What follows belongs to an exercise in optimizing a design on an open flow for small area; a production flow would make more cautious choices. Only simulation tests tie the RTL to the original design; equivalence was not proved. Power is estimated from default activity; no workload was simulated.

==> flow/design.v <==
module NCO #(N = 32, B = 8)(
  input clk,
  input rst,                  
  input [N-1:0] ctrl,         
  output reg [15:0] sin_out   
);
function automatic [N-1:0] add;
  input [N-1:0] a, b;
  integer i, k;
  reg c, G, P;
  reg [N-1:0] g, p;
  begin
    g = a & b;
    p = a ^ b;
    c = 1'b0;
    for (k = 0; k < N; k = k + B) begin
      G = 1'b0; P = 1'b1;
      for (i = k; i < k + B; i = i + 1) begin
        G = g[i] | (p[i] & G);
        P = P & p[i];
      end
      for (i = k; i < k + B; i = i + 1) begin
        add[i] = p[i] ^ c;
        c = g[i] | (p[i] & c);
      end
      c = G | (P & c);
    end
  end
endfunction
reg [N-1:0] phase;
reg [7:0] ph1, ph2;
always @(posedge clk) begin
  if (rst)
    phase <= {N{1'b0}};
  else
    phase <= add(phase, ctrl);
  ph1 <= phase[N-1:N-8];
  ph2 <= ph1;
end
reg [5:0] sin_lut_sel;
reg [15:0] sin_lut_val;
always @(*) begin
  sin_lut_sel = ph2[6] ? ~(ph2[5:0]-1'b1) : ph2[5:0];
  if (ph2[6] & ~|ph2[5:0]) begin
    sin_out = ph2[7] ? 16'b10000000_00000001 : 16'b01111111_11111111;
  end else begin
    sin_out = ph2[7] ? (~sin_lut_val+1'b1) : sin_lut_val;
  end
  case(sin_lut_sel)
    6'h00 : sin_lut_val = 16'h0000;
    6'h01 : sin_lut_val = 16'h0324;
    6'h02 : sin_lut_val = 16'h0648;
    6'h03 : sin_lut_val = 16'h096A;
    6'h04 : sin_lut_val = 16'h0C8C;
    6'h05 : sin_lut_val = 16'h0FAB;
    6'h06 : sin_lut_val = 16'h12C8;
    6'h07 : sin_lut_val = 16'h15E2;
    6'h08 : sin_lut_val = 16'h18F9;
    6'h09 : sin_lut_val = 16'h1C0B;
    6'h0A : sin_lut_val = 16'h1F1A;
    6'h0B : sin_lut_val = 16'h2223;
    6'h0C : sin_lut_val = 16'h2528;
    6'h0D : sin_lut_val = 16'h2826;
    6'h0E : sin_lut_val = 16'h2B1F;
    6'h0F : sin_lut_val = 16'h2E11;
    6'h10 : sin_lut_val = 16'h30FB;
    6'h11 : sin_lut_val = 16'h33DF;
    6'h12 : sin_lut_val = 16'h36BA;
    6'h13 : sin_lut_val = 16'h398C;
    6'h14 : sin_lut_val = 16'h3C56;
    6'h15 : sin_lut_val = 16'h3F17;
    6'h16 : sin_lut_val = 16'h41CE;
    6'h17 : sin_lut_val = 16'h447A;
    6'h18 : sin_lut_val = 16'h471C;
    6'h19 : sin_lut_val = 16'h49B4;
    6'h1A : sin_lut_val = 16'h4C3F;
    6'h1B : sin_lut_val = 16'h4EBF;
    6'h1C : sin_lut_val = 16'h5133;
    6'h1D : sin_lut_val = 16'h539B;
    6'h1E : sin_lut_val = 16'h55F5;
    6'h1F : sin_lut_val = 16'h5842;
    6'h20 : sin_lut_val = 16'h5A82;
    6'h21 : sin_lut_val = 16'h5CB3;
    6'h22 : sin_lut_val = 16'h5ED7;
    6'h23 : sin_lut_val = 16'h60EB;
    6'h24 : sin_lut_val = 16'h62F1;
    6'h25 : sin_lut_val = 16'h64E8;
    6'h26 : sin_lut_val = 16'h66CF;
    6'h27 : sin_lut_val = 16'h68A6;
    6'h28 : sin_lut_val = 16'h6A6D;
    6'h29 : sin_lut_val = 16'h6C23;
    6'h2A : sin_lut_val = 16'h6DC9;
    6'h2B : sin_lut_val = 16'h6F5E;
    6'h2C : sin_lut_val = 16'h70E2;
    6'h2D : sin_lut_val = 16'h7254;
    6'h2E : sin_lut_val = 16'h73B5;
    6'h2F : sin_lut_val = 16'h7504;
    6'h30 : sin_lut_val = 16'h7641;
    6'h31 : sin_lut_val = 16'h776B;
    6'h32 : sin_lut_val = 16'h7884;
    6'h33 : sin_lut_val = 16'h7989;
    6'h34 : sin_lut_val = 16'h7A7C;
    6'h35 : sin_lut_val = 16'h7B5C;
    6'h36 : sin_lut_val = 16'h7C29;
    6'h37 : sin_lut_val = 16'h7CE3;
    6'h38 : sin_lut_val = 16'h7D89;
    6'h39 : sin_lut_val = 16'h7E1D;
    6'h3A : sin_lut_val = 16'h7E9C;
    6'h3B : sin_lut_val = 16'h7F09;
    6'h3C : sin_lut_val = 16'h7F61;
    6'h3D : sin_lut_val = 16'h7FA6;
    6'h3E : sin_lut_val = 16'h7FD8;
    6'h3F : sin_lut_val = 16'h7FF5;
  endcase
end
endmodule
module Chirp #(N = 32, B = 8)(
  input clk,
  input rst,
  input [7:0] delay,           
  input reverse,               
  input [N-1:0] min_ctrl,      
  input [N-1:0] max_ctrl,      
  input [N-1:0] inc_rate,      
  input [N-1:0] div_rate,      
  output reg nco_reset,        
  output reg [N-1:0] nco_ctrl  
);
function automatic ge;
  input [N-1:0] a, b;
  integer i, k;
  reg c, G, T;
  begin
    c = 1'b1;
    for (k = 0; k < N; k = k + B) begin
      G = 1'b0; T = 1'b1;
      for (i = k; i < k + B; i = i + 1) begin
        G = (a[i] & ~b[i]) | ((a[i] | ~b[i]) & G);
        T = T & (a[i] | ~b[i]);
      end
      c = G | (T & c);
    end
    ge = c;
  end
endfunction
function automatic [N-1:0] add;
  input [N-1:0] a, b;
  input ci;
  integer i, k;
  reg c, G, P;
  reg [N-1:0] g, p;
  begin
    g = a & b;
    p = a ^ b;
    c = ci;
    for (k = 0; k < N; k = k + B) begin
      G = 1'b0; P = 1'b1;
      for (i = k; i < k + B; i = i + 1) begin
        G = g[i] | (p[i] & G);
        P = P & p[i];
      end
      for (i = k; i < k + B; i = i + 1) begin
        add[i] = p[i] ^ c;
        c = g[i] | (p[i] & c);
      end
      c = G | (P & c);
    end
  end
endfunction
function automatic [N-1:0] dec;
  input [N-1:0] a;
  integer i, k;
  reg c, P;
  begin
    c = 1'b1;
    for (k = 0; k < N; k = k + B) begin
      P = ~|a[k +: B];
      for (i = k; i < k + B; i = i + 1) begin
        dec[i] = a[i] ^ c;
        c = c & ~a[i];
      end
      c = P & c;
    end
  end
endfunction
wire [N-1:0] stt_ctrl = reverse ? max_ctrl : min_ctrl;
wire end_flag = reverse ? ge(min_ctrl, nco_ctrl) : ge(nco_ctrl, max_ctrl);
reg [N-1:0] rate_count_n;     
reg [7:0] delay_count;
wire step = ge(~div_rate, rate_count_n);
wire [N-1:0] nco_step = add(nco_ctrl, inc_rate ^ {N{reverse}}, reverse);
always @(posedge clk) begin
  if (rst) begin
    rate_count_n <= {N{1'b1}};
    delay_count <= 8'b0;
    nco_reset <= 1'b1;
    nco_ctrl <= {N{1'b0}};
  end else begin
    if (end_flag) begin
      nco_ctrl <= stt_ctrl;
      rate_count_n <= dec(rate_count_n);
    end else if (step) begin
      nco_ctrl <= nco_step;
      rate_count_n <= {N{1'b1}};
    end else
      rate_count_n <= dec(rate_count_n);
    if (end_flag) begin
      if (delay_count >= delay)
        delay_count <= 8'b0;
      else
        delay_count <= delay_count + 1'b1;
    end
    nco_reset <= |delay_count;
  end
end
endmodule
module WaveGenerator #(N = 32, M = 16)(
  input clk,
  input rst,
  input chirp_reverse,             
  input [7:0] chirp_delay,         
  input [N-1:0] chirp_min_ctrl,    
  input [N-1:0] chirp_max_ctrl,    
  input [N-1:0] chirp_inc_rate,    
  input [N-1:0] chirp_div_rate,    
  output [M-1:0] waveform          
);
wire chirp_nco_reset;
wire [N-1:0] chirp_nco_ctrl;
NCO #(.N(N)) NCO0 (
  .clk     ( clk             ),
  .rst     ( chirp_nco_reset ),
  .ctrl    ( chirp_nco_ctrl  ),
  .sin_out ( waveform        )
);
Chirp #(.N(N)) Chirp0 (
  .clk       ( clk             ),
  .rst       ( rst             ),
  .delay     ( chirp_delay     ),
  .reverse   ( chirp_reverse   ),
  .min_ctrl  ( chirp_min_ctrl  ),
  .max_ctrl  ( chirp_max_ctrl  ),
  .inc_rate  ( chirp_inc_rate  ),
  .div_rate  ( chirp_div_rate  ),
  .nco_reset ( chirp_nco_reset ),
  .nco_ctrl  ( chirp_nco_ctrl  )
);
endmodule
Settings: LEC_CHECK=0, CAP_MARGIN=20, CORE_MARGIN=2, CORE_UTILIZATION=40, SETUP_SLACK_MARGIN=-0.15, SLEW_MARGIN=20; clock period 6.0 ns.
standard.sh (not shown) runs the stock make flow with config.mk's settings and CLKGATE_MAP_FILE= SYNTH_SCRIPT=/design/flow/synth_recipe.tcl, a recipe that flattens the netlist after the stock synthesis.
==> flow/flow/run.sh <==
#!/bin/bash
# Standard ORFS layout, with these changes:
#  - synthesis maps logic with an area-oriented ABC script (flow/abc.script)
#    and leaves adders as plain logic (no full/half-adder cells); registers
#    are the standard synthesis's (same passes up to mapping, same names)
#  - ports are buffered with the smallest buffer
set -u
W=$(pwd)
export MY_ABC_SCRIPT=$W/flow/abc.script
export MY_NO_FA=1
bash standard.sh SYNTH_SCRIPT=$W/flow/my_synth.tcl \
  BUFFER_PORTS_ARGS="-buffer_cell sky130_fd_sc_hd__buf_1" \
  CTS_ARGS="-sink_clustering_enable -repair_clock_nets -dont_use_dummy_load -buf_list sky130_fd_sc_hd__clkbuf_8" finish > standard.log 2>&1
==> flow/flow/abc.script <==
strash
ifraig
dch
map -D 5000
topo
upsize -c
dnsize -c
topo
stime -c
==> flow/flow/my_synth.tcl <==
proc synth {args} { yosys synth -nofsm -noshare {*}$args }
if { [info exists ::env(MY_ABC_SCRIPT)] && $::env(MY_ABC_SCRIPT) ne "" } {
  proc abc {args} {
    set i [lsearch -exact $args -script]
    if { $i >= 0 } { set args [lreplace $args $i [expr {$i + 1}] -script $::env(MY_ABC_SCRIPT)] }
    set i [lsearch -exact $args -D]
    if { $i >= 0 && [info exists ::env(MY_ABC_D)] } { set args [lreplace $args $i [expr {$i + 1}] -D $::env(MY_ABC_D)] }
    puts "my abc: $args"
    if { [info exists ::env(MY_ABC_KEEP_SCRIPT)] && [info exists ::env(SYNTH_KEEP_MODULES)] } {
      set kargs $args
      set i [lsearch -exact $kargs -script]
      set kargs [lreplace $kargs $i [expr {$i + 1}] -script $::env(MY_ABC_KEEP_SCRIPT)]
      foreach m $::env(SYNTH_KEEP_MODULES) {
        yosys abc {*}$kargs $m
      }
      yosys abc {*}$args $::env(DESIGN_NAME)
    } else {
      yosys abc {*}$args
    }
  }
}
if { [info exists ::env(MY_NO_FA)] && $::env(MY_NO_FA) eq "1" } {
  proc extract_fa {args} { puts "extract_fa skipped" }
}
source $::env(SCRIPTS_DIR)/synth.tcl
# left out here: clear keep_hierarchy, flatten, clean up, hide names made inside functions, write 1_2_yosys.v
The first run passed the timing, design-rule and antenna checks.
Then changed:
==> flow/flow/abc.script (replaced) <==
strash
ifraig
dch
map -D 5000
topo
dnsize -c
upsize -c
topo
stime -c
--- a/flow/config.mk
+++ b/flow/config.mk
@@ -11 +10,0 @@
-export SETUP_SLACK_MARGIN = -0.15
The changed run produced a clean layout.
Design area grows by 2.1%.
Power grows by 1.2%.
Routed wire length grows by 1.6%.
Then changed:
==> flow/flow/abc.script (replaced) <==
strash
ifraig
dch
map -D 5000
topo
upsize -c
dnsize -c
topo
stime -c
--- a/flow/config.mk
+++ b/flow/config.mk
@@ -10 +10 @@
-export CORE_UTILIZATION = 40
+export CORE_UTILIZATION = 52
After rerunning:
- count of clock-buffer cells in the layout stays the same
- synthesized area is about the same
- hold slack gets better by 7.3 ps
- sequential power barely changes
- total power goes down by 0.55%
- cell area goes down by 1.5%
- routed wire length goes down by 5.4%
- die area goes down by 23%
- worst setup slack gets better by 47 ps
Then changed:
--- a/flow/config.mk
+++ b/flow/config.mk
@@ -10 +10,2 @@
-export CORE_UTILIZATION = 52
+export CORE_UTILIZATION = 40
+export SETUP_SLACK_MARGIN = -0.6
Outcome: The new run produced a clean layout; design area went down slightly; core utilization went down by 16 points; non-clock buffer count went down by 10; wire length went up by a few percent; hold slack stays flat; sequential power hardly moves; setup slack gets worse by 62 ps; count of clock-buffer cells in the layout does not change; via count went down slightly; maximum frequency went down slightly.

## static timing again, ports no longer ideal
Ports are ideal in the flow. The routed layouts listed here were re-timed in OpenROAD. Step 1 (the two cells are an assumption about what drives the block):
set clk [get_ports {clk}]
set_driving_cell -lib_cell sky130_fd_sc_hd__clkbuf_16 $clk
set_driving_cell -lib_cell sky130_fd_sc_hd__buf_2 [delete_from_list [all_inputs] $clk]
Step 2 adds t to the input delays and takes it off the output delays; t is the mean of the earliest and latest rising clock arrival at the registers after step 1. Input paths then give back, and output paths get back, about the clock's delay inside the block. a / b / c = ideal / step 1 / step 2; a / b = the first two.
run | t, ns | setup slack, ns | worst setup path at the end | worst register clock-pin slew, ns | worst data-port slew with drivers (ns)
the first run | 0.469 | 0.332 / 0.294 / -0.175 | input to register | 0.09 / 0.09 | 0.11
the second run | 0.468 | 0.300 / 0.243 / -0.225 | input to register | 0.08 / 0.08 | 0.12
the third run | 0.469 | 0.347 / 0.340 / -0.129 | input to register | 0.09 / 0.09 | 0.06
the fourth run | 0.471 | 0.285 / 0.285 / -0.157 | input to register | 0.09 / 0.09 | 0.12
Met with ideal ports but missed after step 2: setup timing in every run listed. For the second run, which loses most, drivers alone change the setup slack by -0.057 ns; drivers and shift together by -0.525 ns.
